This design comes from an exercise in tuning for small area and a short achievable clock period on the open sky130 flow, not from production work. The RTL was checked by simulation tests, not by an equivalence proof against the original design. The clock port is modelled as an ideal driver, which makes a skipped or thinned clock tree look cheaper than it is; a real chip needs a root buffer or a tree. Power figures rest on the tool's default switching activity, not on a simulated workload.

--- flow/flow/run.sh ---
#!/bin/bash
# Layout flow: the standard ORFS flow (standard.sh), with these changes:
# - the flip-flop driving MISO's output buffer is moved next to that buffer
#   before detailed placement (flow/miso.tcl), so it does not drive a long wire;
# - ports get a buf_4 (resized later as needed) rather than the default pick;
# - clock tree synthesis with larger sink clusters and no dummy loads, after
#   which the tree's upper levels are replaced by four root buffers, each
#   driving the leaf buffers of a quarter of the die (flow/quad_ct.tcl);
# each tool's output goes to a log file of its own here.
set -euo pipefail
export PRE_DETAIL_PLACE_TCL="$PWD/flow/miso.tcl"
export POST_CTS_TCL="$PWD/flow/quad_ct.tcl"
export BUFFER_PORTS_ARGS="-buffer_cell sky130_fd_sc_hd__buf_4"
export CTS_ARGS="-sink_clustering_enable -repair_clock_nets -sink_clustering_size 32 -sink_clustering_max_diameter 80 -dont_use_dummy_load"
bash standard.sh synth > log_synth.txt 2>&1
bash standard.sh floorplan > log_floorplan.txt 2>&1
bash standard.sh place > log_place.txt 2>&1
bash standard.sh cts > log_cts.txt 2>&1
bash standard.sh route > log_route.txt 2>&1
bash standard.sh finish > log_finish.txt 2>&1
--- flow/flow/miso.tcl ---
# Place the flip-flop that drives the MISO port's buffer next to that buffer,
# which the flow has placed at the port; detailed placement then legalizes it.
set block [ord::get_db_block]
set bt [$block findBTerm MISO]
set onet [$bt getNet]
set buf ""
foreach it [$onet getITerms] { if {[$it isOutputSignal]} { set buf [$it getInst] } }
if {$buf ne ""} {
  set ff ""
  foreach it [$buf getITerms] {
    if {[$it isInputSignal]} {
      foreach it2 [[$it getNet] getITerms] { if {[$it2 isOutputSignal]} { set ff [$it2 getInst] } }
    }
  }
  if {$ff ne ""} {
    set loc [$buf getLocation]
    set fw [[$ff getMaster] getWidth]
    set x [expr {[lindex $loc 0] - $fw}]
    if {$x < 0} { set x [expr {[lindex $loc 0] + [[$buf getMaster] getWidth]}] }
    puts "miso.tcl: moving [$ff getName] from [$ff getLocation] to $x [lindex $loc 1] (buffer [$buf getName] at $loc)"
    $ff setLocation $x [lindex $loc 1]
    $ff setPlacementStatus PLACED
  }
}
--- flow/flow/quad_ct.tcl ---
# Rebuild the top of the clock tree: the clock port drives NQ root buffers
# (clkbuf_16), each placed at the centroid of, and driving, the leaf clock
# buffers of its part of the die. The tree synthesis's upper levels are removed.
proc quad_ct {nq} {
  set block [ord::get_db_block]
  set bt [$block findBTerm clk]
  set pnet [$bt getNet]
  # the upper-level buffers: clock buffers whose loads are all clock buffers
  set upper {}
  set leaves {}
  foreach inst [$block getInsts] {
    set m [[$inst getMaster] getName]
    if {![string match "sky130_fd_sc_hd__clkbuf_*" $m]} continue
    set out ""
    foreach it [$inst getITerms] { if {[$it isOutputSignal]} { set out $it } }
    set onet [$out getNet]
    set allbuf 1; set n 0
    foreach it [$onet getITerms] {
      if {$it eq $out} continue
      incr n
      if {![string match "sky130_fd_sc_hd__clkbuf_*" [[[$it getInst] getMaster] getName]]} { set allbuf 0 }
    }
    if {$allbuf && $n > 0} { lappend upper $inst } else { lappend leaves $inst }
  }
  # centroid of leaves
  set sx 0; set sy 0
  foreach l $leaves { set loc [$l getLocation]; set sx [expr {$sx + [lindex $loc 0]}]; set sy [expr {$sy + [lindex $loc 1]}] }
  set cx [expr {$sx / [llength $leaves]}]; set cy [expr {$sy / [llength $leaves]}]
  # partition leaves into nq parts by angle around the centroid
  set parts {}
  for {set k 0} {$k < $nq} {incr k} { lappend parts {} }
  foreach l $leaves {
    set loc [$l getLocation]
    set a [expr {atan2([lindex $loc 1] - $cy, [lindex $loc 0] - $cx)}]
    set k [expr {int(floor(($a + 3.14159265358979) / (2*3.14159265358979) * $nq)) % $nq}]
    lset parts $k [concat [lindex $parts $k] [list $l]]
  }
  # remove the upper levels
  foreach u $upper {
    foreach it [$u getITerms] {
      set n [$it getNet]
      if {[$it isOutputSignal] && $n ne "NULL"} { $it disconnect; odb::dbNet_destroy $n } elseif {$n ne "NULL"} { $it disconnect }
    }
    odb::dbInst_destroy $u
  }
  set master [[ord::get_db] findMaster sky130_fd_sc_hd__clkbuf_16]
  for {set k 0} {$k < $nq} {incr k} {
    set ls [lindex $parts $k]
    if {[llength $ls] == 0} continue
    set sx 0; set sy 0
    foreach l $ls { set loc [$l getLocation]; set sx [expr {$sx + [lindex $loc 0]}]; set sy [expr {$sy + [lindex $loc 1]}] }
    set qx [expr {$sx / [llength $ls]}]; set qy [expr {$sy / [llength $ls]}]
    set q [odb::dbInst_create $block $master "clkroot_$k"]
    $q setLocation $qx $qy
    $q setPlacementStatus PLACED
    set qnet [odb::dbNet_create $block "clkroot_net_$k"]
    $qnet setSigType CLOCK
    foreach it [$q getITerms] {
      if {[$it isInputSignal]} { $it connect $pnet }
      if {[$it isOutputSignal]} { $it connect $qnet }
    }
    foreach l $ls {
      foreach it [$l getITerms] { if {[$it isInputSignal]} { $it disconnect; $it connect $qnet } }
    }
    puts "quad_ct: root $k at $qx $qy drives [llength $ls] leaves"
  }
  puts "quad_ct: removed [llength $upper] upper buffers, [llength $leaves] leaves"
}
quad_ct 4
detailed_placement
check_placement -verbose
--- flow/standard.sh ---
#!/bin/bash
# synth_recipe.tcl (not shown) runs the flow's synth.tcl, then flattens the netlist and writes it again
# the make line also repeats each setting of config.mk as NAME=value (left out here)
make -C /OpenROAD-flow-scripts/flow DESIGN_CONFIG=/design/flow/config.mk WORK_HOME=/design/flow/orfs CLKGATE_MAP_FILE= SYNTH_SCRIPT=/design/flow/synth_recipe.tcl "${@:-finish}"
--- flow/config.mk ---
export PLATFORM = sky130hd
export DESIGN_NAME = SPI_TOP
export DESIGN_NICKNAME = SPI_TOP
export VERILOG_FILES = /design/flow/design.v
export SDC_FILE = /design/flow/constraint.sdc
export NUM_CORES = 8
export LEC_CHECK = 0
export CAP_MARGIN = 30
export CORE_MARGIN = 2
export CORE_UTILIZATION = 65
export SETUP_SLACK_MARGIN = 3.8
export SLEW_MARGIN = 40
export SYNTH_HIERARCHICAL = 1
export SYNTH_MINIMUM_KEEP_SIZE = 0
--- flow/constraint.sdc ---
create_clock -name core_clock -period 6.0 [get_ports {clk}]
set_input_delay 1.2000 -clock core_clock [delete_from_list [all_inputs] [get_ports {clk}]]
set_output_delay 1.2000 -clock core_clock [all_outputs]
set_load 0.01 [all_outputs]
--- flow/design.v ---
module deserializer(
    input serial_data,
    input clk,rst,
    input deser_en,
    output reg[9:0] parallel_data,
    output reg data_valid,
    output wire issue        
);
reg [3:0] counter;
wire full = (counter == 4'd10);
assign issue = deser_en & full;
always @(posedge clk,negedge rst) begin
    if (!rst) begin
        counter<=4'b0;
        data_valid<=1'b0;
    end
    else begin
        data_valid <= issue;
        if (deser_en)
            counter <= full ? 4'd0 : counter + 1'b1;
    end
end
always @(posedge clk) begin
    if (deser_en & !full)
        parallel_data<={serial_data,parallel_data[9:1]};
end
endmodule
module SERIALIZER(
    input rst,clk,
    input [7:0] data,
    output reg ser_out,
    input data_valid,ss_n
);
reg [7:0] registers;
reg [3:0] counter;
always @(posedge clk,negedge rst)
begin
  if(!rst)
  begin
    counter<=4'b0000;
    registers<=8'b00;
    ser_out<=1'b0;
  end
  else if(data_valid)
  begin
    registers<=data;
    ser_out<=1'b0;
    counter<=4'b0000;
  end
  else if(!ss_n)
  begin
    if (counter!=4'd8) begin
      {registers,ser_out}<={1'b0,registers};
      counter<=counter+1'b1;
    end
    else begin
      counter<=4'd0;
    end
  end
  else
    counter<=4'b0000;
end
endmodule
module Single_Port_Asyn_RAM #(parameter MEM_DEPTH =256,parameter ADDR_SIZE=8)( 
    input [9:0]din,
    input clk,rst,rx_valid,
    input rx_issue,
    output [7:0] dout,
    output reg tx_valid
);
localparam NG = 24;
wire hi = din[7] & din[6];
wire k3 = din[5] & din[4];
wire [4:0] c_grp  = !hi ? din[7:3] : (!k3 ? {1'b0, din[3:0]} : {2'b10, din[2:0]});
wire [3:0] c_slot = !hi ? {1'b0, din[2:0]} : (!k3 ? {2'b10, din[5:4]} : {3'b100, din[3]});
wire cmd_wa = rx_valid & (din[9:8] == 2'b00);
wire cmd_wr = rx_valid & (din[9:8] == 2'b01);
wire iss_ra = rx_issue & (din[9:8] == 2'b10);
reg [8:0] read_address;
reg wa_set;    
always @(posedge clk,negedge rst) begin
    if (!rst) begin
        tx_valid<=1'b0;
        read_address<=9'b0;
        wa_set<=1'b0;
    end
    else begin
        tx_valid <= rx_valid & (din[9:8] == 2'b11);
        if (iss_ra)
            read_address <= {c_grp, c_slot};
        if (cmd_wa)
            wa_set <= 1'b1;
    end
end
reg [8:0] write_address;
reg [7:0] wd_p;
reg pend;
wire wa_zero = cmd_wr & !wa_set;
wire pend_n = cmd_wa ? 1'b0 : cmd_wr ? 1'b1 : pend;
always @(posedge clk) begin
    if (cmd_wa | wa_zero)
        write_address <= cmd_wa ? {c_grp, c_slot} : 9'b0;
    pend <= pend_n;
    if (cmd_wr)
        wd_p <= din[7:0];
end
reg [3:0] p11, p10;
wire [3:0] p11_n = (p11 == 4'd10) ? 4'd0 : p11 + 1'b1;
wire [3:0] p10_n = (p10 == 4'd9)  ? 4'd0 : p10 + 1'b1;
always @(posedge clk) begin
    p11 <= p11_n;
    p10 <= p10_n;
end
wire [3:0] w_slot_n = wa_zero ? 4'd0 : write_address[3:0];
wire [1:0] w_hi_n = wa_zero ? 2'd0 : write_address[8:7];
wire [2:0] w_lo_n = wa_zero ? 3'd0 : write_address[6:4];
reg [2:0] wsel;
reg [7:0] wlo;
reg r_hit, fwd;
always @(posedge clk) begin
    wsel[0] <= pend_n & (w_hi_n == 2'd0) & (w_slot_n == p11_n);
    wsel[1] <= pend_n & (w_hi_n == 2'd1) & (w_slot_n == p11_n);
    wsel[2] <= pend_n & (w_hi_n == 2'd2) & (w_slot_n == p10_n);
    wlo <= 8'd1 << w_lo_n;
    r_hit <= read_address[3:0] == (read_address[8] ? p10_n : p11_n);
    fwd <= pend_n & (wa_zero ? (read_address == 9'd0) : (write_address == read_address));
end
wire [8*NG-1:0] tails;
wire [7:0] wdn = ~wd_p;
genvar g;
generate
for (g = 0; g < NG; g = g + 1) begin : grp
    localparam L = (g < 16) ? 11 : 10;
    reg [8*L-1:0] ring;
    wire we = wsel[g / 8] && wlo[g % 8];
    assign tails[8*g +: 8] = ring[8*L-1 -: 8];
    wire [7:0] head;
    ring_head hd [7:0] (.wdn(wdn), .wen(!we), .t(ring[8*L-1 -: 8]), .h(head));
    always @(posedge clk)
        ring <= {ring[8*L-9:0], head};
end
endgenerate
wire [4:0] r_grp = read_address[8:4];
reg [7:0] rbuf;
always @(posedge clk) begin
    if (r_hit)
        rbuf <= fwd ? wd_p : tails[8*r_grp +: 8];
end
assign dout = rbuf;
endmodule
module ring_head(input wdn, input wen, input t, output h);
assign h = ~((wdn | wen) & ~(t & wen));
endmodule
module SPI_Slave(
    input MOSI,
    input clk,rst,ss_n,
    input tx_valid,
    output wire MISO,
    input [7:0]tx_data,
    output wire [9:0]rx_data,
    output wire rx_valid,
    output wire rx_issue
);
reg start_q, shift_q;
always @(posedge clk,negedge rst) begin
    if (!rst) begin
        start_q <= 1'b0;
        shift_q <= 1'b0;
    end
    else begin
        start_q <= !ss_n & !start_q & !shift_q;
        shift_q <= !ss_n & (start_q | shift_q);
    end
end
deserializer  Deserializer_SPI(
    .serial_data(MOSI),
    .clk(clk),
    .rst(rst),
    .deser_en(shift_q),
    .parallel_data(rx_data),
    .data_valid(rx_valid),
    .issue(rx_issue)
);
SERIALIZER SERIALIZER_SPI(
   .rst(rst),
   .clk(clk),
   .data(tx_data),
   .ser_out(MISO),
   .data_valid(tx_valid),
   .ss_n(ss_n)
);
endmodule
module SPI_TOP(
    input clk,
	input rst,
	input ss_n,
	input MOSI, 
	output MISO
);
	wire [9:0] SLAVE_RAM;
	wire [7:0] RAM_SLAVE;
	wire tx_valid, rx_valid, rx_issue;
	SPI_Slave SPI_SLAVE 
	(
		.MOSI(MOSI),
		.MISO(MISO),
		.ss_n(ss_n),
		.clk(clk),
		.rst(rst),
		.rx_data(SLAVE_RAM),
		.rx_valid(rx_valid),
		.rx_issue(rx_issue),
		.tx_data(RAM_SLAVE),
		.tx_valid(tx_valid)
	);
	Single_Port_Asyn_RAM RAM
	(
		.clk(clk),
		.rst(rst),
		.din(SLAVE_RAM),
		.rx_valid(rx_valid),
		.rx_issue(rx_issue),
		.dout(RAM_SLAVE),
		.tx_valid(tx_valid)
	);
endmodule
==> results of run 1 <==
==> area by class of cell, without the clock buffers <==
| cell class | count | area share [%] |
|---|---|---|
| multi-input combinational | 814 | 9.19 |
| sequential | 2136 | 84.6 |
| tap | 959 | 2.34 |
| timing repair buffer | 10 | 0.210 |
| buffer | 4 | 0.196 |
| inverter | 21 | 0.169 |
==> flip-flops by register name, summed over array words and instances, names as in the netlist, 8 cells and up <==
signal	count
RAM.read_address	9
RAM.rbuf	8
SPI_SLAVE.Deserializer_SPI.parallel_data	10
RAM.grp.ring	2048
RAM.write_address	9
RAM.wlo	8
RAM.wd_p	8
SPI_SLAVE.SERIALIZER_SPI.registers	8
==> per-layer routing <==
metal | GRT usage, % | vias up
li1 | - | 9794
met1 | 31.6 | 9353
met2 | 29.3 | 280
met3 | 2.36 | 121
met4 | 6.87 | 2
met5 | 0 | -
==> where the power goes <==
part / leakage, µW / internal [µW] / switching, µW / total (µW)
sequential: 0.0174 / 14300 / 141 / 14400
combinational: 0.00130 / 253 / 330 / 583
clock: 0.000887 / 2150 / 3670 / 5830
==> placed cells by master, fill, tap and decap left out, types with 3 or more instances in the layout <==
master     synthesis  layout
dfxtp_1         2070    2070
nand2_1          255     255
o21ai_1          204     204
mux2i_1           94      94
clkbuf_16          0      72
edfxtp_1          35      35
a22oi_1           34      34
dfrtp_1           31      28
nor2_1            28      26
o21ai_0           26      26
a32oi_1           15      15
nand3_1           14      14
inv_1             21      13
xnor2_1           12      12
a21oi_1           11      11
nor2b_1           11       9
a211oi_1           9       9
a31oi_1           10       9
nand2b_1          11       9
nand4_1            8       8
nor3_1             8       8
xor2_1             8       8
o22ai_1            6       6
buf_4              4       6
inv_2              0       4
nor4_1             4       4
nor2_4             1       3
inv_4              0       3
nand3b_1           3       3
nand4b_1           3       3
==> per-module statistics from Yosys, one instance, submodules excluded, excerpt <==
module	copies in the design	flops+latches
deserializer	1	15
SERIALIZER	1	13
ring_head	192	0
Single_Port_Asyn_RAM	1	2106
SPI_Slave	1	2
==> kinds of logic after synthesis <==
logic type                 share of synthesized area, %
xor gates and xnor gates                          0.397
muxes                                              1.95
AOI/OAI and AO/OA                                  3.98
buffers and inverters                             0.568
and+or+nand+nor                                    3.29
adders and majority gates                        0.0519
DFF                                                89.8
==> metrics by stage <==
step | utilization [%] | cell area, µm² | hold slack, ns | power [µW] | std cells
2_1_floorplan | - | 48200 | 0.310 | 15100 | 3011
3_3_place_gp | 67.3 | 49300 | 0.309 | 15300 | 3937
3_5_place_dp | 67.3 | 49300 | 0.312 | 15300 | 3937
5_1_grt | 69.9 | 51200 | 0.254 | 21500 | 4012
6_report | 69.9 | 51200 | 0.257 | 20800 | 4012
==> worst max-delay path by stage <==
stage,start,end,depth (start not counted)
6_report,SPI_SLAVE.SERIALIZER_SPI.ser_out,MISO,1
2_1_floorplan,ss_n,SPI_SLAVE.SERIALIZER_SPI.ser_out,3
3_3_place_gp,RAM.read_address[4],RAM.rbuf[2],4
3_5_place_dp,RAM.read_address[5],RAM.rbuf[0],4
5_1_grt,SPI_SLAVE.SERIALIZER_SPI.ser_out,MISO,1
==> impl_metrics.yaml, run 1 <==
outcome:
  status: "finished clean"
placed_design:
  portBuffers: 4
  dp_hpwl_mm: 48.0
  gp_congestion: 0.812
  post-place-ws_ns: 3.32
sta:
  setup_viol: 0
  fin_ws_ns: 3.77
  post-route-period-util_pct: 37.1
  max_slew.worst_pin.slew_ns: 0.864
  drv_slew: 0
  finClkSkew_ns: 0.0789
  relSlewSlack_pct: 42.4
  rsz0062_at_grt: "yes"
  finalSetupTns_ns: 0
  timing.final.crit_period_ns: 2.23
  fmax_ghz: 0.449
  hold_viol_final: 0
die:
  num_rows: 99
  core_area_um2: 73200
  die_x_um: 276
  dieArea_um2: 76400
  ioPinCount: 5
  initial_core_util_pct: 65.8
  die_height_um: 276
hold_path:
  hp-start: "RAM.grp[11].ring[7]"
  holdCritPathClass: "flop to flop"
  hold_end: "RAM.grp[11].ring[15]"
  whs_path_depth: 0
route:
  drc: 0
  wl_met3_mm: 2.31
  wl_met2_mm: 31.3
  viasPerCell: 4.87
  drt-initial-drc-count: 1246
  routedWlPerCell_um: 19.0
  vias: 19600
  drt_pass1_iterations: 5
  dr.max_layer_used: "met5"
  ant_nets: 0
  routed_wl_mm: 76.1
  wl_met1_mm: 40.0
synthesis:
  yosysMostFrequentCell: "dfxtp_1"
  ys_ff_latch: 2136
  synth_ff_type: "dfxtp_1"
  netlist_top_cells_count: "dfxtp_1, nand2_1, o21ai_1"
  synth_edf_count: 35
  yosys.cell_types.count: 63
  ys_seq_area_share_pct: 89.8
  yosysWarnings: 10
  yosysTopAreaCell: "dfxtp_1"
  syn-mean-instance-area_um2: 16.0
  synth_cells: 3011
  synth.area.top_cells: "dfxtp_1, edfxtp_1, o21ai_1"
  async_flop_share_pct: 1.45
  synth_nets: 3017
  yosysTopAreaCellShare_pct: 86.0
  synth_area_um2: 48200
finish:
  layout-drive-gt1-share_pct: 3.73
  nets: 3061
  multiInputGateArea_um2: 4700
  layout.area.seq_um2: 43300
  diodes: 0
  area_growth_pct: 6.16
  fill_cells: 4828
critical_path:
  end_kind: "primary output"
  crit_chain: "buf_6"
  start_kind: "flop"
  r2r_slack_ns: 3.85
  cpPeakStageDelay_ns: 0.41
  r2r-start: "RAM.read_address[5]"
  cp_slowest_cell: "dfrtp_1"
  reg2reg_depth: 5
  crit_required_ns: 4.80
  crit-reg2reg-capture: "RAM.rbuf[3]"
  crit_fanout: 2
  crit_buf_inv: 1
  arrival_ns: 1.03
  crit_type: "flop to primary output"
  crit_family: "flip-flops"
clocking:
  clk_latency_ns: 0.50
  cts.sinks: 2136
  path_clk_slew_ns: 0.11
grt:
  grt_start_max_net_pins: 33
  grt_pass1_vias: 19300
  antenna_found_initial: 2
  grt_overflow_total: 0
  gr-usage-all-layers_pct: 20.2
  grt_pass1_wl_mm: 116
job:
  maxCapViolCount: 0
pwr:
  peakVddDrop_uv: 333
  cellLeakagePower_uw: 0.0196
  p_per_area_nw_per_um2: 407
==> inputs of run 2 (changes only) <==
--- a/flow/flow/run.sh
+++ b/flow/flow/run.sh
@@ -3,5 +3,4 @@
 # - the flip-flop driving MISO's output buffer is moved next to that buffer
 #   before detailed placement (flow/miso.tcl), so it does not drive a long wire;
-# - ports get a buf_4 (resized later as needed) rather than the default pick;
 # - clock tree synthesis with larger sink clusters and no dummy loads, after
 #   which the tree's upper levels are replaced by four root buffers, each
@@ -11,5 +10,4 @@
 export PRE_DETAIL_PLACE_TCL="$PWD/flow/miso.tcl"
 export POST_CTS_TCL="$PWD/flow/quad_ct.tcl"
-export BUFFER_PORTS_ARGS="-buffer_cell sky130_fd_sc_hd__buf_4"
 export CTS_ARGS="-sink_clustering_enable -repair_clock_nets -sink_clustering_size 32 -sink_clustering_max_diameter 80 -dont_use_dummy_load"
 bash standard.sh synth > log_synth.txt 2>&1
==> run 2 against run 1 <==
Against the previous run: sequential power hardly changed; clock power about the same; flip-flop and latch count is the same; via count increased by 0.72%; clock skew shrank 0.019 ns; die area did not move; critical path type unchanged; largest cell class unchanged.
==> impl_metrics.yaml, run 2 <==
synthesis:
  ys_seq_area_share_pct: 89.8
  ys_ff_latch: 2136
  synth_nets: 3017
  synth.area.top_cells: "dfxtp_1, edfxtp_1, o21ai_1"
  netlist_top_cells_count: "dfxtp_1, nand2_1, o21ai_1"
  synth_cells: 3011
  yosysWarnings: 10
  synth_edf_count: 35
  yosysMostFrequentCell: "dfxtp_1"
  yosys.cell_types.count: 63
  syn-mean-instance-area_um2: 16.0
  synth_ff_type: "dfxtp_1"
  synth_area_um2: 48200
  yosysTopAreaCell: "dfxtp_1"
  yosysTopAreaCellShare_pct: 86.0
  async_flop_share_pct: 1.45
critical_path:
  crit-reg2reg-capture: "RAM.rbuf[0]"
  r2r_slack_ns: 3.89
  arrival_ns: 1.00
  crit_required_ns: 4.80
  start_kind: "flop"
  reg2reg_depth: 6
  crit_chain: "buf_2"
  cpPeakStageDelay_ns: 0.39
  end_kind: "primary output"
  r2r-start: "RAM.read_address[5]"
  crit_type: "flop to primary output"
  crit_fanout: 2
  crit_family: "flip-flops"
  crit_buf_inv: 1
  cp_slowest_cell: "dfrtp_1"
die:
  dieArea_um2: 76400
  core_area_um2: 73200
  die_height_um: 276
  ioPinCount: 5
  die_x_um: 276
  initial_core_util_pct: 65.8
  num_rows: 99
sta:
  post-route-period-util_pct: 36.7
  finalSetupTns_ns: 0
  fmax_ghz: 0.454
  timing.final.crit_period_ns: 2.20
  hold_ws_ns: 0.294
  hold_viol_final: 0
  setup_viol: 0
  rsz0062_at_grt: "yes"
  relSlewSlack_pct: 43.4
  finClkSkew_ns: 0.0596
  drv_slew: 0
  max_slew.worst_pin.slew_ns: 0.848
finish:
  most-common-layout-cells: "dfxtp_1, nand2_1, o21ai_1"
  fill_cells: 4785
  multiInputGateArea_um2: 4690
  largest_register: "RAM.grp.ring"
  diodes: 0
  area_growth_pct: 6.15
  layout.area.seq_um2: 43300
  reg_top3: "RAM.grp.ring: 2048 flops, SPI_SLAVE.Deserializer_SPI.parallel_data: 10 flops"
  largest_reg_flops: 2048
  final_common_cell: "dfxtp_1"
  nets: 3063
  layout-drive-gt1-share_pct: 3.70
route:
  dr.max_layer_used: "met4"
  vias: 19700
  ant_nets: 0
  wl_met3_mm: 3.24
  drt_pass1_iterations: 5
  wl_met1_mm: 39.8
  wl_met2_mm: 31.7
  drt-initial-drc-count: 1346
  routedWlPerCell_um: 19.2
  routed_wl_mm: 77.0
  viasPerCell: 4.91
  drc: 0
pwr:
  netSwitchingPower_uw: 4120
  sw_frac_of_total_pct: 19.8
  cellLeakagePower_uw: 0.0196
  pwr-share-seq_pct: 69.2
  p_comb_share_pct: 2.8
  p_clk_share_pct: 28.0
  p_per_area_nw_per_um2: 407
  internal_power_uw: 16700
  peakVddDrop_uv: 368
placed_design:
  dp_hpwl_mm: 49.7
  portBuffers: 4
  gp_congestion: 0.873
clocking:
  cts.sinks: 2136
  path_clk_slew_ns: 0.11
  clk_latency_ns: 0.52
job:
  maxCapViolCount: 0
grt:
  grt_pass1_vias: 19100
  grt_overflow_total: 0
  grt_start_max_net_pins: 64
  antenna_found_initial: 1
  gr-usage-all-layers_pct: 20.4
  grt_pass1_wl_mm: 116
hold_path:
  whs_path_depth: 0
  hold_end: "RAM.grp[6].ring[85]"
  hp-start: "RAM.grp[6].ring[77]"
  holdCritPathClass: "flop to flop"
outcome:
  status: "finished clean"
==> run 2: kinds of logic (layout without fill, tap and decap cells) <==
kind of cell	after synthesis	after routing	share of synthesized area [%]
DFF	2136	2136	89.8
adders and majority gates	2	2	0.0519
xor gates and xnor gates	21	21	0.397
buffers and inverters	61	105	0.568
muxes	94	94	1.95
AOI/OAI and AO/OA	333	333	3.98
and+or+nand+nor	364	364	3.29
==> run 2: how the worst max path moves through the flow <==
stage,depth (start not counted),to,start,slack (ns)
floorplan,3,SPI_SLAVE.SERIALIZER_SPI.ser_out,ss_n,4.28
global placement,4,SPI_SLAVE.SERIALIZER_SPI.registers[5],ss_n,3.46
detailed placement,4,SPI_SLAVE.SERIALIZER_SPI.registers[6],ss_n,3.44
global route,1,MISO,SPI_SLAVE.SERIALIZER_SPI.ser_out,3.75
finish,1,MISO,SPI_SLAVE.SERIALIZER_SPI.ser_out,3.80
==> run 2: power by group through the flow <==
stage	logic, µW	registers, µW	clock network [µW]
floorplan	473	14700	0
global placement	554	14700	0
detailed placement	577	14700	0
global route	638	14400	6440
finish	589	14400	5830
==> run 2: layout make-up, without the clock buffers <==
type | count | area share [%]
tap | 959 | 2.34
sequential | 2136 | 84.6
inverter | 21 | 0.179
timing repair buffer | 12 | 0.218
buffer | 4 | 0.196
multi-input combinational | 814 | 9.17
==> run 2: through the flow <==
stage	instance area, µm²	utilization [%]	cells	setup slack, ns	total power, µW
after detailed placement	49300	67.4	3941	3.44	15300
after global routing	51200	69.9	4014	3.75	21500
after floorplan	48200	-	3011	4.28	15100
after global placement	49300	67.4	3941	3.46	15300
final	51200	69.9	4014	3.80	20800
==> run 2: Yosys stat by module, one instance, submodules excluded, excerpt <==
| module | cells | copies in the design | area, µm² |
|---|---|---|---|
| ring_head | 2 | 192 | 8.76 |
| SPI_Slave | 4 | 1 | 65.1 |
| deserializer | 33 | 1 | 543 |
| SERIALIZER | 59 | 1 | 622 |
| Single_Port_Asyn_RAM | 2531 | 1 | 45300 |
==> run 2: per-layer routing <==
layer | vias to the layer above | global-route usage (%)
met3 | 112 | 3.27
met5 | - | 0
met1 | 9480 | 31.7
li1 | 9785 | -
met2 | 313 | 29.4
met4 | 0 | 6.40
==> inputs of run 3 (changes only) <==
--- a/flow/config.mk
+++ b/flow/config.mk
@@ -6,9 +6,9 @@
 export NUM_CORES = 8
 export LEC_CHECK = 0
-export CAP_MARGIN = 30
+export CAP_MARGIN = 10
 export CORE_MARGIN = 2
 export CORE_UTILIZATION = 65
 export SETUP_SLACK_MARGIN = 3.8
-export SLEW_MARGIN = 40
+export SLEW_MARGIN = 10
 export SYNTH_HIERARCHICAL = 1
 export SYNTH_MINIMUM_KEEP_SIZE = 0
==> run 3 against run 2 <==
Against the previous run: first-iteration DRC count up 3.7%; register-to-register slack got worse by 0.04 ns; sequential share of layout area hardly changed; largest power group unchanged; highest routed layer is now met5; critical endpoint unchanged; largest cell class unchanged; still clean; power is essentially flat; flip-flop and latch count is the same.
==> impl_metrics.yaml, run 3 <==
outcome:
  status: "finished clean"
synthesis:
  yosysMostFrequentCell: "dfxtp_1"
  ys_seq_area_share_pct: 89.8
  synth_cells: 3011
  synth_area_um2: 48200
  netlist_top_cells_count: "dfxtp_1, nand2_1, o21ai_1"
  async_flop_share_pct: 1.45
  ys_ff_latch: 2136
  yosysTopAreaCell: "dfxtp_1"
  synth_nets: 3017
  yosysWarnings: 10
  syn-mean-instance-area_um2: 16.0
  yosys.cell_types.count: 63
  synth_ff_type: "dfxtp_1"
  synth_edf_count: 35
  yosysTopAreaCellShare_pct: 86.0
  synth.area.top_cells: "dfxtp_1, edfxtp_1, o21ai_1"
critical_path:
  start_kind: "flop"
  cp.depth: 1
  r2r-start: "RAM.read_address[5]"
  critPathCapture: "MISO"
  end_kind: "primary output"
  reg2reg_depth: 6
  crit_required_ns: 4.80
  crit-reg2reg-capture: "RAM.rbuf[0]"
  arrival_ns: 1.01
  crit_chain: "buf_2"
  crit_fanout: 2
  cpPeakStageDelay_ns: 0.39
  crit_buf_inv: 1
  crit_path_start: "SPI_SLAVE.SERIALIZER_SPI.ser_out"
  crit_family: "flip-flops"
  cp_slowest_cell: "dfrtp_1"
  crit_type: "flop to primary output"
  r2r_slack_ns: 3.85
pwr:
  peakVddDrop_uv: 332
  p_per_area_nw_per_um2: 407
  sw_frac_of_total_pct: 19.8
  netSwitchingPower_uw: 4110
  pwr-share-seq_pct: 69.2
  power_uw: 20800
  cellLeakagePower_uw: 0.0196
  internal_power_uw: 16700
  p_clk_share_pct: 28.0
  p_comb_share_pct: 2.8
finish:
  layout-drive-gt1-share_pct: 3.60
  stdcell_count: 4014
  final_common_cell: "dfxtp_1"
  largest_reg_flops: 2048
  diodes: 0
  nets: 3063
  final_area_um2: 51100
  reg_top3: "RAM.grp.ring: 2048 flops, SPI_SLAVE.Deserializer_SPI.parallel_data: 10 flops"
  area_growth_pct: 6.11
  largest_register: "RAM.grp.ring"
  most-common-layout-cells: "dfxtp_1, nand2_1, o21ai_1"
sta:
  rsz0062_at_grt: "yes"
  max_slew.worst_pin.slew_ns: 0.965
  drv_slew: 0
  timing.final.crit_period_ns: 2.21
  post-route-period-util_pct: 36.8
  setup_viol: 0
  fmax_ghz: 0.453
  relSlewSlack_pct: 35.5
  hold_viol_final: 0
  finClkSkew_ns: 0.0817
  finalSetupTns_ns: 0
grt:
  antenna_found_initial: 1
  grt_pass1_wl_mm: 117
  gr-usage-all-layers_pct: 20.5
  grt_pass1_vias: 19100
  grt_start_max_net_pins: 64
  grt_overflow_total: 0
hold_path:
  holdCritPathClass: "flop to flop"
die:
  ioPinCount: 5
  num_rows: 99
  die_x_um: 276
  core_area_um2: 73200
  die_height_um: 276
  dieArea_um2: 76400
  initial_core_util_pct: 65.8
placed_design:
  portBuffers: 4
  dp_hpwl_mm: 49.7
  place_inst: 3941
  place_area_um2: 49300
  gp_congestion: 0.873
route:
  viasPerCell: 4.92
  routed_wl_mm: 77.3
  drt_pass1_iterations: 7
  vias: 19800
  ant_nets: 0
  drc: 0
  drt-initial-drc-count: 1396
  routedWlPerCell_um: 19.3
clocking:
  clk_latency_ns: 0.52
  path_clk_slew_ns: 0.11
  cts.sinks: 2136
job:
  maxCapViolCount: 0
run 3: cell counts after synthesis:
Identical to the previous run, type by type.
run 3: logic make-up after synthesis:
group / Yosys count / synth area share [%]
and+or+nand+nor: 364 / 3.29
muxes: 94 / 1.95
xor gates and xnor gates: 21 / 0.397
DFF: 2136 / 89.8
adders and majority gates: 2 / 0.0519
AOI/OAI and AO/OA: 333 / 3.98
buffers and inverters: 61 / 0.568
run 3: power by group through the flow:
stage	Sequential, µW	Clock [µW]	Combinational [µW]
floorplan	14700	0	473
finish	14400	5820	586
global route	14400	6460	639
detailed placement	14700	0	579
global placement	14700	0	554
run 3: metrics by stage:
step	util [%]	worst slack, ns	hold slack (ns)
final	69.9	3.79	0.312
after floorplan	-	4.28	0.310
after detailed placement	67.4	3.42	0.312
after global placement	67.4	3.46	0.309
after global routing	69.9	3.72	0.312
run 3: worst min-delay path by stage:
stage | start | slack [ns] | endpoint | depth (start not counted)
5_1_grt | RAM.grp[1].ring[21] | 0.31 | RAM.grp[1].ring[29] | 0
3_5_place_dp | RAM.grp[19].ring[62] | 0.31 | RAM.grp[19].ring[70] | 0
2_1_floorplan | RAM.grp[0].ring[2] | 0.31 | RAM.grp[0].ring[10] | 0
6_report | RAM.grp[1].ring[69] | 0.31 | RAM.grp[1].ring[77] | 0
3_3_place_gp | RAM.grp[23].ring[38] | 0.31 | RAM.grp[23].ring[46] | 0
run 3: area by class of cell, without the clock buffers:
cell class,count,area (µm²)
tap,959,1200
inverter,21,82.6
multi-input combinational,814,4680
timing repair buffer,12,111
sequential,2136,43300
buffer,4,100
fill,4832,22100
run 3: layer usage:
| layer | up-vias | GRT usage, % | share of wire (%) |
|---|---|---|---|
| met1 | 9519 | 32.4 | 52 |
| met5 | - | 0 | 0.010 |
| met3 | 124 | 3.29 | 4.3 |
| met2 | 337 | 29.2 | 41 |
| met4 | 2 | 5.77 | 2.8 |
| li1 | 9784 | - | - |
run 3: per-module statistics from Yosys (local to each module, per instance), excerpt:
module / times used / cell area [µm²] / cells inside / flip-flops and latches
ring_head: 192 / 8.76 / 2 / 0
deserializer: 1 / 543 / 33 / 15
SERIALIZER: 1 / 622 / 59 / 13
Single_Port_Asyn_RAM: 1 / 45300 / 2531 / 2106
SPI_Slave: 1 / 65.1 / 4 / 2
==> inputs of run 4 (changes only) <==
--- a/flow/flow/quad_ct.tcl
+++ b/flow/flow/quad_ct.tcl
@@ -1,4 +1,4 @@
-# Rebuild the top of the clock tree: the clock port drives NQ root buffers
-# (clkbuf_16), each placed at the centroid of, and driving, the leaf clock
+# Rebuild the top of the clock tree: the clock port drives NQ root buffers,
+# each placed at the centroid of, and driving, the leaf clock
 # buffers of its part of the die. The tree synthesis's upper levels are removed.
 proc quad_ct {nq} {
@@ -67,5 +67,18 @@
   puts "quad_ct: removed [llength $upper] upper buffers, [llength $leaves] leaves"
 }
+# Cell choice: buf_16 roots and buf_12 leaves are faster than clkbuf_16 at
+# these loads (and the leaves smaller).
+proc swap_ct {rootm leafm} {
+  set db [ord::get_db]; set block [ord::get_db_block]
+  set rm [$db findMaster $rootm]; set lm [$db findMaster $leafm]
+  set nr 0; set nl 0
+  foreach inst [$block getInsts] {
+    set n [$inst getName]
+    if {[string match "clkroot_*" $n]} { $inst swapMaster $rm; incr nr } elseif {[[$inst getMaster] getName] eq "sky130_fd_sc_hd__clkbuf_16"} { $inst swapMaster $lm; incr nl }
+  }
+  puts "swap_ct: $nr roots to $rootm, $nl leaves to $leafm"
+}
 quad_ct 4
+swap_ct sky130_fd_sc_hd__buf_16 sky130_fd_sc_hd__buf_12
 detailed_placement
 check_placement -verbose
--- a/flow/config.mk
+++ b/flow/config.mk
@@ -6,9 +6,9 @@
 export NUM_CORES = 8
 export LEC_CHECK = 0
-export CAP_MARGIN = 10
+export CAP_MARGIN = 30
 export CORE_MARGIN = 2
 export CORE_UTILIZATION = 65
 export SETUP_SLACK_MARGIN = 3.8
-export SLEW_MARGIN = 10
+export SLEW_MARGIN = 40
 export SYNTH_HIERARCHICAL = 1
 export SYNTH_MINIMUM_KEEP_SIZE = 0
==> run 4 against run 3 <==
Against the previous run: wire length decreased by 0.30%; final cell count unchanged; utilization decreased by 0.42 points; worst setup slack improved by 0.051 ns; clock power decreased by 3%; synthesized area unchanged; largest cell class unchanged; design area decreased by 0.60%; critical path depth unchanged.
==> impl_metrics.yaml, run 4 <==
finish:
  layout-drive-gt1-share_pct: 3.70
  final_common_cell: "dfxtp_1"
  reg_top3: "RAM.grp.ring: 2048 flops, SPI_SLAVE.Deserializer_SPI.parallel_data: 10 flops"
  largest_register: "RAM.grp.ring"
  largest_reg_flops: 2048
  fill_cells: 4827
  diodes: 0
  utilization_pct: 69.4
  nets: 3063
  most-common-layout-cells: "dfxtp_1, nand2_1, o21ai_1"
  stdcell_count: 4014
  area_growth_pct: 5.47
sta:
  finalSetupTns_ns: 0
  post-route-period-util_pct: 36.0
  timing.final.crit_period_ns: 2.16
  rsz0062_at_grt: "yes"
  hold_viol_final: 0
  drv_slew: 0
  fmax_ghz: 0.463
  max_slew.worst_pin.slew_ns: 0.848
  relSlewSlack_pct: 43.4
  finClkSkew_ns: 0.0684
  setup_viol: 0
synthesis:
  ys_ff_latch: 2136
  synth_nets: 3017
  synth_ff_type: "dfxtp_1"
  synth_area_um2: 48200
  yosysMostFrequentCell: "dfxtp_1"
  yosysWarnings: 10
  synth_cells: 3011
  yosysTopAreaCellShare_pct: 86.0
  syn-mean-instance-area_um2: 16.0
  yosysTopAreaCell: "dfxtp_1"
  netlist_top_cells_count: "dfxtp_1, nand2_1, o21ai_1"
  ys_seq_area_share_pct: 89.8
  synth.area.top_cells: "dfxtp_1, edfxtp_1, o21ai_1"
  synth_edf_count: 35
  async_flop_share_pct: 1.45
  yosys.cell_types.count: 63
route:
  wl_met1_mm: 39.9
  vias: 19700
  wl_met2_mm: 31.8
  routed_wl_mm: 77.0
  ant_nets: 0
  drt_pass1_iterations: 5
  viasPerCell: 4.90
  dr.max_layer_used: "met4"
  drt-initial-drc-count: 1424
  wl_met3_mm: 3.28
  routedWlPerCell_um: 19.2
  drc: 0
die:
  num_rows: 99
  dieArea_um2: 76400
  ioPinCount: 5
  core_area_um2: 73200
  initial_core_util_pct: 65.8
  die_height_um: 276
  die_x_um: 276
pwr:
  p_clk_share_pct: 27.3
  sw_frac_of_total_pct: 20.2
  internal_power_uw: 16400
  p_comb_share_pct: 2.9
  pwr-share-seq_pct: 69.8
  peakVddDrop_uv: 375
  p_per_area_nw_per_um2: 405
  netSwitchingPower_uw: 4170
  cellLeakagePower_uw: 0.0194
critical_path:
  crit_chain: "buf_2"
  start_kind: "flop"
  crit_fanout: 2
  cp_slowest_cell: "dfrtp_1"
  crit_family: "flip-flops"
  arrival_ns: 0.96
  end_kind: "primary output"
  crit_required_ns: 4.80
  crit_type: "flop to primary output"
  crit_buf_inv: 1
  cpPeakStageDelay_ns: 0.39
placed_design:
  portBuffers: 4
  place_inst: 3941
  dp_hpwl_mm: 49.7
  gp_congestion: 0.873
clocking:
  path_clk_slew_ns: 0.12
  clk_latency_ns: 0.48
  cts.sinks: 2136
grt:
  grt_start_max_net_pins: 64
  grt_pass1_vias: 19100
  grt_pass1_wl_mm: 116
  antenna_found_initial: 1
  gr-usage-all-layers_pct: 20.4
  grt_overflow_total: 0
outcome:
  status: "finished clean"
hold_path:
  holdCritPathClass: "flop to flop"
job:
  maxCapViolCount: 0
[run 4: layout make-up, without the clock buffers]
| cell class | count | area, µm² | area share, % |
|---|---|---|---|
| Inverter | 21 | 91.3 | 0.180 |
| Sequential cell | 2136 | 43300 | 85.1 |
| Buffer | 4 | 110 | 0.217 |
| Timing Repair Buffer | 12 | 114 | 0.224 |
| Tap cell | 959 | 1200 | 2.36 |
| Multi-Input combinational cell | 814 | 4690 | 9.23 |
[run 4: final timing paths]
kind	startpoint	cells after the start	to	slack (ns)
worst min register to register	RAM.grp[6].ring[77]	0	RAM.grp[6].ring[85]	0.29
max in group asynchronous	rst	2	RAM.read_address[5]	4.44
min in group asynchronous	rst	2	RAM.tx_valid	1.16
worst max-delay path	SPI_SLAVE.SERIALIZER_SPI.ser_out	1	MISO	3.84
worst max register to register	RAM.read_address[6]	5	RAM.rbuf[0]	3.91
worst min-delay path	RAM.grp[6].ring[77]	0	RAM.grp[6].ring[85]	0.29
[run 4: worst reg2reg max path: stages, from the launching register on]
cell,delay (ns)
dfrtp_1,0.62
nor2b_2,0.54
buf_4,0.25
a22oi_1,0.08
nand3_1,0.19
a32oi_1,0.11
[run 4: modules after synthesis, one instance, submodules excluded, a selection]
module,cells,cell area [µm²]
Single_Port_Asyn_RAM,2531,45300
SPI_Slave,4,65.1
deserializer,33,543
SERIALIZER,59,622
ring_head,2,8.76
[run 4: power by group through the flow]
stage	clock network, µW	logic [µW]	registers, µW
2_1_floorplan	0	473	14700
3_3_place_gp	0	554	14700
3_5_place_dp	0	577	14700
5_1_grt	6250	637	14400
6_report	5630	588	14400
[run 4: kinds of logic after synthesis]
group	synth area share, %
xor gates and xnor gates	0.397
AOI/OAI and AO/OA	3.98
muxes	1.95
adders and majority gates	0.0519
DFF	89.8
and+or+nand+nor	3.29
buffers and inverters	0.568
[run 4: layer usage]
| metal | global-route usage, % | up-vias |
|---|---|---|
| met4 | 6.32 | 0 |
| met1 | 31.7 | 9428 |
| li1 | - | 9791 |
| met5 | 0 | - |
| met3 | 3.30 | 111 |
| met2 | 29.4 | 323 |
[run 4: through the flow]
| step | instance area (µm²) | power, µW | worst slack (ns) | hold slack [ns] |
|---|---|---|---|---|
| after floorplan | 48200 | 15100 | 4.28 | 0.310 |
| after global placement | 49300 | 15300 | 3.46 | 0.309 |
| after detailed placement | 49300 | 15300 | 3.44 | 0.312 |
| after global routing | 50800 | 21300 | 3.79 | 0.307 |
| final | 50800 | 20600 | 3.84 | 0.294 |
==> inputs of run 5 (changes only) <==
--- a/flow/flow/run.sh
+++ b/flow/flow/run.sh
@@ -10,5 +10,5 @@
 export PRE_DETAIL_PLACE_TCL="$PWD/flow/miso.tcl"
 export POST_CTS_TCL="$PWD/flow/quad_ct.tcl"
-export CTS_ARGS="-sink_clustering_enable -repair_clock_nets -sink_clustering_size 32 -sink_clustering_max_diameter 80 -dont_use_dummy_load"
+export CTS_ARGS="-sink_clustering_enable -repair_clock_nets -sink_clustering_size 28 -sink_clustering_max_diameter 70 -dont_use_dummy_load"
 bash standard.sh synth > log_synth.txt 2>&1
 bash standard.sh floorplan > log_floorplan.txt 2>&1
==> run 5 against run 4 <==
Against the previous run: hold slack lost 0.0058 ns; clock power grew 5.3%; synthesized cell count is the same; final cell count grew 0.25%; flip-flop and latch count is the same; sequential power is essentially flat; combinational power is essentially flat; wire length grew 0.49%; power grew 1.5%; largest power group unchanged.
==> impl_metrics.yaml, run 5 <==
finish:
  utilization_pct: 69.7
  final_area_um2: 51000
  most-common-layout-cells: "dfxtp_1, nand2_1, o21ai_1"
  largest_register: "RAM.grp.ring"
  largest_reg_flops: 2048
  nets: 3073
  reg_top3: "RAM.grp.ring: 2048 flops, SPI_SLAVE.Deserializer_SPI.parallel_data: 10 flops"
  final_common_cell: "dfxtp_1"
  stdcell_count: 4024
  diodes: 0
  area_growth_pct: 5.89
  layout-drive-gt1-share_pct: 4.05
critical_path:
  end_kind: "primary output"
  arrival_ns: 0.97
  crit_buf_inv: 1
  crit_fanout: 2
  cp_slowest_cell: "dfrtp_1"
  cpPeakStageDelay_ns: 0.38
  crit_family: "flip-flops"
  crit_required_ns: 4.80
  crit_type: "flop to primary output"
  start_kind: "flop"
  crit_chain: "buf_2"
synthesis:
  synth_area_um2: 48200
  ys_ff_latch: 2136
  ys_seq_area_share_pct: 89.8
  netlist_top_cells_count: "dfxtp_1, nand2_1, o21ai_1"
  synth_ff_type: "dfxtp_1"
  synth_nets: 3017
  syn-mean-instance-area_um2: 16.0
  yosysMostFrequentCell: "dfxtp_1"
  yosysTopAreaCell: "dfxtp_1"
  yosys.cell_types.count: 63
  async_flop_share_pct: 1.45
  yosysWarnings: 10
  synth_cells: 3011
  yosysTopAreaCellShare_pct: 86.0
  synth_edf_count: 35
  synth.area.top_cells: "dfxtp_1, edfxtp_1, o21ai_1"
route:
  ant_nets: 0
  drt-initial-drc-count: 1343
  drc: 0
  viasPerCell: 4.92
  routedWlPerCell_um: 19.2
  routed_wl_mm: 77.4
  drt_pass1_iterations: 5
  vias: 19800
grt:
  antenna_found_initial: 0
  groute.layer.met2.usage_pct: 29.9
  grt_pass1_wl_mm: 118
  grt_start_max_net_pins: 64
  grt_use_met1_pct: 32.4
  use_met3_pct: 2.63
  top_usage_layer: "met1"
  gr-usage-all-layers_pct: 20.5
  grt_pass1_vias: 19500
  grt_overflow_total: 0
hold_path:
  holdCritPathClass: "flop to flop"
clocking:
  clk_latency_ns: 0.49
  cts.sinks: 2136
  path_clk_slew_ns: 0.10
pwr:
  cellLeakagePower_uw: 0.0195
  peakVddDrop_uv: 353
  p_per_area_nw_per_um2: 410
sta:
  hold_viol_final: 0
  relSlewSlack_pct: 44.2
  post-route-period-util_pct: 36.2
  fmax_ghz: 0.461
  rsz0062_at_grt: "yes"
  drv_slew: 0
  max_slew.worst_pin.slew_ns: 0.835
  finClkSkew_ns: 0.0574
  finalSetupTns_ns: 0
  timing.final.crit_period_ns: 2.17
  setup_viol: 0
job:
  maxCapViolCount: 0
die:
  die_height_um: 276
  initial_core_util_pct: 65.8
  ioPinCount: 5
  die_x_um: 276
  core_area_um2: 73200
  num_rows: 99
  dieArea_um2: 76400
outcome:
  status: "finished clean"
placed_design:
  place_inst: 3941
  dp_hpwl_mm: 49.7
  gp_congestion: 0.873
  portBuffers: 4
  place_area_um2: 49300
-- run 5: path summary, 6_finish.rpt --
kind                                                        from                                    end  slack (ns)  cells after the start
worst max register to register               RAM.read_address[5]                            RAM.rbuf[0]        3.89                      6
worst min register to register               RAM.grp[1].ring[77]                    RAM.grp[1].ring[85]        0.29                      0
worst min-delay path                         RAM.grp[1].ring[77]                    RAM.grp[1].ring[85]        0.29                      0
worst max-delay path            SPI_SLAVE.SERIALIZER_SPI.ser_out                                   MISO        3.83                      1
min in group asynchronous                                    rst  SPI_SLAVE.Deserializer_SPI.counter[3]        1.13                      2
max in group asynchronous                                    rst                    RAM.read_address[5]        4.46                      2
-- run 5: cell type report, without the clock buffers --
cell class | instances | area, µm²
sequential | 2136 | 43300
fill | 4795 | 22200
multi-input combinational | 814 | 4690
tap | 959 | 1200
timing repair buffer | 12 | 114
buffer | 4 | 110
inverter | 21 | 91.3
-- run 5: per-layer routing --
layer / vias to the layer above / wire [µm]
li1: 9817 / -
met4: 0 / 2190
met5: - / 0
met3: 122 / 2520
met2: 269 / 31900
met1: 9601 / 40800
-- run 5: metrics by stage --
step	setup WS, ns	hold slack, ns	power [µW]
3_3_place_gp	3.46	0.309	15300
3_5_place_dp	3.44	0.312	15300
6_report	3.83	0.288	20900
2_1_floorplan	4.28	0.310	15100
5_1_grt	3.79	0.298	21600
-- run 5: kinds of logic after synthesis --
kind of cell / count (synthesis) / synth area share [%]
flops: 2136 / 89.8
simple gates: 364 / 3.29
compound gates: 333 / 3.98
mux: 94 / 1.95
buf+inv: 61 / 0.568
xor+xnor: 21 / 0.397
fa+ha+maj: 2 / 0.0519
-- run 5: Yosys stat by module (local to each module, per instance), a selection --
module | area, µm² | cells
Single_Port_Asyn_RAM | 45300 | 2531
SERIALIZER | 622 | 59
deserializer | 543 | 33
SPI_Slave | 65.1 | 4
ring_head | 8.76 | 2
-- run 5: power by group --
group	switching, µW	internal, µW
clock	3780	2160
sequential	104	14300
combinational	348	242
==> inputs of run 6 (changes only) <==
--- a/flow/flow/run.sh
+++ b/flow/flow/run.sh
@@ -5,10 +5,12 @@
 # - clock tree synthesis with larger sink clusters and no dummy loads, after
 #   which the tree's upper levels are replaced by four root buffers, each
-#   driving the leaf buffers of a quarter of the die (flow/quad_ct.tcl);
+#   driving the leaf buffers of a quarter of the die, with buf_16 roots and
+#   buf_12 leaves (flow/quad_ct.tcl);
 # each tool's output goes to a log file of its own here.
 set -euo pipefail
 export PRE_DETAIL_PLACE_TCL="$PWD/flow/miso.tcl"
 export POST_CTS_TCL="$PWD/flow/quad_ct.tcl"
-export CTS_ARGS="-sink_clustering_enable -repair_clock_nets -sink_clustering_size 28 -sink_clustering_max_diameter 70 -dont_use_dummy_load"
+export BUFFER_PORTS_ARGS="-buffer_cell sky130_fd_sc_hd__buf_4"
+export CTS_ARGS="-sink_clustering_enable -repair_clock_nets -sink_clustering_size 32 -sink_clustering_max_diameter 80 -dont_use_dummy_load"
 bash standard.sh synth > log_synth.txt 2>&1
 bash standard.sh floorplan > log_floorplan.txt 2>&1
==> run 6 against run 5 <==
Against the previous run: hold slack got worse by 0.037 ns; combinational power shrank 1%; power down 1.3%; via count decreased by 1.1%; maximum frequency shrank 0.94%; wire length down 1.8%; global-route usage shrank 0.38 points; sequential power hardly changed; die area unchanged; critical path depth is the same; flip-flop and latch count stayed put; critical endpoint unchanged; largest power group unchanged.
==> impl_metrics.yaml, run 6 <==
outcome:
  status: "finished clean"
synthesis:
  synth_area_um2: 48200
  synth_edf_count: 35
  ys_seq_area_share_pct: 89.8
  syn-mean-instance-area_um2: 16.0
  yosysWarnings: 10
  async_flop_share_pct: 1.45
  yosysTopAreaCellShare_pct: 86.0
  netlist_top_cells_count: "dfxtp_1, nand2_1, o21ai_1"
  yosysTopAreaCell: "dfxtp_1"
  yosys.cell_types.count: 63
  ys_ff_latch: 2136
  synth_cells: 3011
  synth_nets: 3017
  synth.area.top_cells: "dfxtp_1, edfxtp_1, o21ai_1"
  synth_ff_type: "dfxtp_1"
  yosysMostFrequentCell: "dfxtp_1"
sta:
  timing.final.crit_period_ns: 2.19
  post-route-period-util_pct: 36.5
  finalSetupTns_ns: 0
  hold_viol_final: 0
  fmax_ghz: 0.456
  finClkSkew_ns: 0.0815
  rsz0062_at_grt: "yes"
  max_slew.worst_pin.slew_ns: 0.894
  setup_viol: 0
  relSlewSlack_pct: 40.4
  drv_slew: 0
finish:
  area_growth_pct: 5.47
  layout-drive-gt1-share_pct: 3.73
  final_common_cell: "dfxtp_1"
  reg_top3: "RAM.grp.ring: 2048 flops, SPI_SLAVE.Deserializer_SPI.parallel_data: 10 flops"
  most-common-layout-cells: "dfxtp_1, nand2_1, o21ai_1"
  nets: 3061
  largest_register: "RAM.grp.ring"
  stdcell_count: 4012
  diodes: 0
  largest_reg_flops: 2048
clocking:
  clk_latency_ns: 0.46
  path_clk_slew_ns: 0.11
  cts.sinks: 2136
critical_path:
  crit_buf_inv: 1
  end_kind: "primary output"
  crit_type: "flop to primary output"
  arrival_ns: 0.99
  crit_chain: "buf_6"
  crit_required_ns: 4.80
  cp.depth: 1
  crit_fanout: 2
  cp_slowest_cell: "dfrtp_1"
  crit_family: "flip-flops"
  reg2reg_depth: 5
  start_kind: "flop"
  cpPeakStageDelay_ns: 0.41
route:
  routed_wl_mm: 76.1
  viasPerCell: 4.88
  routedWlPerCell_um: 19.0
  drt-initial-drc-count: 1292
  vias: 19600
  drt_pass1_iterations: 5
  ant_nets: 0
  drc: 0
hold_path:
  whs_path_depth: 0
  holdCritPathClass: "flop to flop"
placed_design:
  gp_congestion: 0.812
  dp_hpwl_mm: 48.0
  portBuffers: 4
  place_inst: 3937
die:
  die_height_um: 276
  core_area_um2: 73200
  dieArea_um2: 76400
  num_rows: 99
  ioPinCount: 5
  die_x_um: 276
  initial_core_util_pct: 65.8
grt:
  gr-usage-all-layers_pct: 20.2
  grt_pass1_wl_mm: 116
  grt_overflow_total: 0
  antenna_found_initial: 2
  grt_pass1_vias: 19300
  grt_start_max_net_pins: 33
pwr:
  peakVddDrop_uv: 326
  cellLeakagePower_uw: 0.0194
  p_per_area_nw_per_um2: 406
job:
  maxCapViolCount: 0
run 6: worst paths after layout:
| path | start | end | slack [ns] |
|---|---|---|---|
| min reg2reg | RAM.grp[11].ring[7] | RAM.grp[11].ring[15] | 0.25 |
| min in group asynchronous | rst | RAM.read_address[2] | 0.66 |
| min | RAM.grp[11].ring[7] | RAM.grp[11].ring[15] | 0.25 |
| max in group asynchronous | rst | RAM.read_address[5] | 4.94 |
| max reg2reg | RAM.read_address[5] | RAM.rbuf[3] | 3.85 |
| max | SPI_SLAVE.SERIALIZER_SPI.ser_out | MISO | 3.81 |
run 6: per-stage QoR:
stage	hold slack, ns	setup slack, ns	cell area (µm²)	utilization (%)	total power (µW)
final	0.251	3.81	50800	69.4	20700
after global routing	0.248	3.75	50800	69.4	21300
after detailed placement	0.312	3.32	49300	67.3	15300
after global placement	0.309	3.28	49300	67.3	15300
after floorplan	0.310	4.28	48200	-	15100
run 6: area by class of cell, without the clock buffers:
cell class / instances / area [µm²]
flip-flops and latches: 2136 / 43300
fillers: 4871 / 22400
multi-input cells: 814 / 4700
well taps: 959 / 1200
plain buffers: 4 / 110
repair buffers: 10 / 108
inverters: 21 / 86.3
run 6: layer usage:
layer	GRT usage, %	vias to the layer above	share of wire [%]
li1	-	9789	-
met1	31.6	9392	52
met2	29.3	284	41
met3	2.30	129	3.1
met4	6.98	2	3.4
met5	0	-	0.017
run 6: cells by family (layout without fill, tap and decap cells):
| family | Yosys count | count (layout) | synth area share [%] |
|---|---|---|---|
| buffers and inverters | 61 | 103 | 0.568 |
| AO/OA/AOI/OAI | 333 | 333 | 3.98 |
| flip-flops | 2136 | 2136 | 89.8 |
| AND/OR/NAND/NOR | 364 | 364 | 3.29 |
| XOR/XNOR | 21 | 21 | 0.397 |
| adder cells (fa/ha/maj) | 2 | 2 | 0.0519 |
| multiplexers | 94 | 94 | 1.95 |
run 6: where the power goes:
group / internal, µW / switching, µW / leakage (µW)
clock: 1910 / 3740 / 0.000690
sequential: 14300 / 140 / 0.0174
combinational: 253 / 331 / 0.00130
total: 16500 / 4210 / 0.0194
run 6: Yosys stat by module (local to each module, per instance), excerpt:
module | cells | copies in the design
SERIALIZER | 59 | 1
SPI_Slave | 4 | 1
deserializer | 33 | 1
ring_head | 2 | 192
Single_Port_Asyn_RAM | 2531 | 1
==> inputs of run 7 (changes only) <==
--- a/flow/flow/run.sh
+++ b/flow/flow/run.sh
@@ -11,5 +11,4 @@
 export PRE_DETAIL_PLACE_TCL="$PWD/flow/miso.tcl"
 export POST_CTS_TCL="$PWD/flow/quad_ct.tcl"
-export BUFFER_PORTS_ARGS="-buffer_cell sky130_fd_sc_hd__buf_4"
 export CTS_ARGS="-sink_clustering_enable -repair_clock_nets -sink_clustering_size 32 -sink_clustering_max_diameter 80 -dont_use_dummy_load"
 bash standard.sh synth > log_synth.txt 2>&1
==> run 7 against run 6 <==
Against the previous run: still clean on timing, DRC and antenna; synthesized cell count unchanged; utilization unchanged; sequential share of layout area hardly changed; wire length up 1.3%; critical path depth unchanged; first-iteration DRC count rose by 10%; clock power about the same; synthesized area unchanged; combinational power up 0.7%; clock skew decreased by 0.013 ns; register-to-register slack better by 0.06 ns; power down 0.23%; critical path type unchanged.
==> impl_metrics.yaml, run 7 <==
outcome:
  status: "finished clean"
finish:
  diodes: 0
  final_common_cell: "dfxtp_1"
  area_growth_pct: 5.47
  final_area_um2: 50800
  largest_reg_flops: 2048
  largest_register: "RAM.grp.ring"
  most-common-layout-cells: "dfxtp_1, nand2_1, o21ai_1"
  nets: 3063
  layout-drive-gt1-share_pct: 3.70
  reg_top3: "RAM.grp.ring: 2048 flops, SPI_SLAVE.Deserializer_SPI.parallel_data: 10 flops"
route:
  routedWlPerCell_um: 19.2
  wl_met3_mm: 3.28
  viasPerCell: 4.90
  routed_wl_mm: 77.0
  wl_met2_mm: 31.8
  drt-initial-drc-count: 1424
  vias: 19700
  drt_pass1_iterations: 5
  ant_nets: 0
  drc: 0
  wl_met1_mm: 39.9
  dr.max_layer_used: "met4"
clocking:
  clk_latency_ns: 0.48
  path_clk_slew_ns: 0.12
  cts.sinks: 2136
synthesis:
  syn-mean-instance-area_um2: 16.0
  ys_ff_latch: 2136
  synth_ff_type: "dfxtp_1"
  synth_area_um2: 48200
  yosysTopAreaCellShare_pct: 86.0
  yosysWarnings: 10
  ys_seq_area_share_pct: 89.8
  netlist_top_cells_count: "dfxtp_1, nand2_1, o21ai_1"
  yosysTopAreaCell: "dfxtp_1"
  yosys.cell_types.count: 63
  synth_edf_count: 35
  async_flop_share_pct: 1.45
  synth.area.top_cells: "dfxtp_1, edfxtp_1, o21ai_1"
  yosysMostFrequentCell: "dfxtp_1"
  synth_nets: 3017
  synth_cells: 3011
grt:
  antenna_found_initial: 1
  grt_start_max_net_pins: 64
  grt_pass1_wl_mm: 116
  grt_pass1_vias: 19100
  gr-usage-all-layers_pct: 20.4
  grt_overflow_total: 0
critical_path:
  cpPeakStageDelay_ns: 0.39
  r2r_slack_ns: 3.91
  crit_buf_inv: 1
  crit_chain: "buf_2"
  crit_required_ns: 4.80
  crit_fanout: 2
  crit_type: "flop to primary output"
  end_kind: "primary output"
  crit_family: "flip-flops"
  arrival_ns: 0.96
  start_kind: "flop"
  cp_slowest_cell: "dfrtp_1"
sta:
  finalSetupTns_ns: 0
  finClkSkew_ns: 0.0684
  hold_viol_final: 0
  relSlewSlack_pct: 43.4
  drv_slew: 0
  timing.final.crit_period_ns: 2.16
  max_slew.worst_pin.slew_ns: 0.848
  fmax_ghz: 0.463
  rsz0062_at_grt: "yes"
  post-route-period-util_pct: 36.0
  setup_viol: 0
pwr:
  p_comb_share_pct: 2.9
  sw_frac_of_total_pct: 20.2
  pwr-share-seq_pct: 69.8
  internal_power_uw: 16400
  p_clk_share_pct: 27.3
  p_per_area_nw_per_um2: 405
  netSwitchingPower_uw: 4170
  cellLeakagePower_uw: 0.0194
  peakVddDrop_uv: 375
hold_path:
  holdCritPathClass: "flop to flop"
die:
  ioPinCount: 5
  dieArea_um2: 76400
  die_x_um: 276
  num_rows: 99
  die_height_um: 276
  core_area_um2: 73200
  initial_core_util_pct: 65.8
placed_design:
  place_area_um2: 49300
  dp_hpwl_mm: 49.7
  gp_congestion: 0.873
  portBuffers: 4
job:
  maxCapViolCount: 0
==> run 7: cell counts after synthesis <==
No cell type changed its count.
==> run 7: path summary, 6_finish.rpt <==
check	cells after the start	end	startpoint
max	1	MISO	SPI_SLAVE.SERIALIZER_SPI.ser_out
max reg2reg	5	RAM.rbuf[0]	RAM.read_address[6]
min	0	RAM.grp[6].ring[85]	RAM.grp[6].ring[77]
min in group asynchronous	2	RAM.tx_valid	rst
min reg2reg	0	RAM.grp[6].ring[85]	RAM.grp[6].ring[77]
max in group asynchronous	2	RAM.read_address[5]	rst
==> run 7: metrics by stage <==
step	setup slack [ns]	hold slack (ns)	utilization [%]	cells	total power, µW
6_report	3.84	0.294	69.4	4014	20600
5_1_grt	3.79	0.307	69.4	4014	21300
3_5_place_dp	3.44	0.312	67.4	3941	15300
3_3_place_gp	3.46	0.309	67.4	3941	15300
2_1_floorplan	4.28	0.310	-	3011	15100
==> run 7: power groups by stage <==
stage               logic, µW  clock network (µW)  registers, µW
floorplan                 473                   0          14700
global placement          554                   0          14700
detailed placement        577                   0          14700
global route              637                6250          14400
finish                    588                5630          14400
==> run 7: final cells by class, without the clock buffers <==
type                            instances  area, µm²
Sequential cell                      2136      43300
Fill cell                            4827      22400
Multi-Input combinational cell        814       4690
Tap cell                              959       1200
Timing Repair Buffer                   12        114
Buffer                                  4        110
Inverter                               21       91.3
==> run 7: kinds of logic after synthesis <==
family | Yosys count | synth area share, %
and+or+nand+nor | 364 | 3.29
AOI/OAI and AO/OA | 333 | 3.98
adders and majority gates | 2 | 0.0519
muxes | 94 | 1.95
DFF | 2136 | 89.8
buffers and inverters | 61 | 0.568
xor gates and xnor gates | 21 | 0.397
==> run 7: Yosys stat by module (local to each module, per instance), a selection <==
module                cells  area (µm²)
Single_Port_Asyn_RAM   2531       45300
deserializer             33         543
SERIALIZER               59         622
SPI_Slave                 4        65.1
ring_head                 2        8.76
==> run 7: metal layers <==
layer,vias to the layer above,global-route usage (%)
li1,9791,-
met1,9428,31.7
met2,323,29.4
met3,111,3.30
met4,0,6.32
met5,-,0

## separate check: timing with driven ports
In the flow no input, the clock included, has a driving cell. The finished layouts below were timed again as built, in two steps. Step 1 assumes that a clkbuf_16 drives the clock port and a buf_2 every other input. Step 2 times the ports against the registers' clock, not the clock port: input delays grow and output delays shrink by t, the midpoint of the rising clock arrivals with the driver on. Slacks: ideal ports / drivers / drivers and shift; pairs: ideal ports / drivers.
run | t (ns) | setup slack, ns | worst hold slack (ns) | latest minus earliest clock arrival (ns) | pins driven straight from the clock port
run 1 | 0.605 | 3.772 / 3.636 / 3.845 | 0.257 / 0.257 / 0.257 | 0.096 / 0.096 | 4
run 2 | 0.629 | 3.798 / 3.660 / 3.362 | 0.294 / 0.293 / 0.293 | 0.060 / 0.060 | 4
run 3 | 0.619 | 3.791 / 3.652 / 3.395 | 0.312 / 0.312 / 0.312 | 0.083 / 0.083 | 4
run 4 | 0.606 | 3.842 / 3.685 / 3.772 | 0.294 / 0.293 / 0.293 | 0.070 / 0.070 | 4
run 5 | 0.611 | 3.830 / 3.677 / 3.768 | 0.288 / 0.288 / 0.288 | 0.059 / 0.059 | 4
run 6 | 0.579 | 3.809 / 3.660 / 3.850 | 0.251 / 0.251 / 0.251 | 0.097 / 0.097 | 4
run 7 | 0.606 | 3.842 / 3.685 / 3.772 | 0.294 / 0.293 / 0.293 | 0.070 / 0.070 | 4
After both steps setup and hold are still met in every run listed. The setup slack of run 2, which loses most, moves by -0.138 ns with the drivers and by -0.436 ns with both steps.
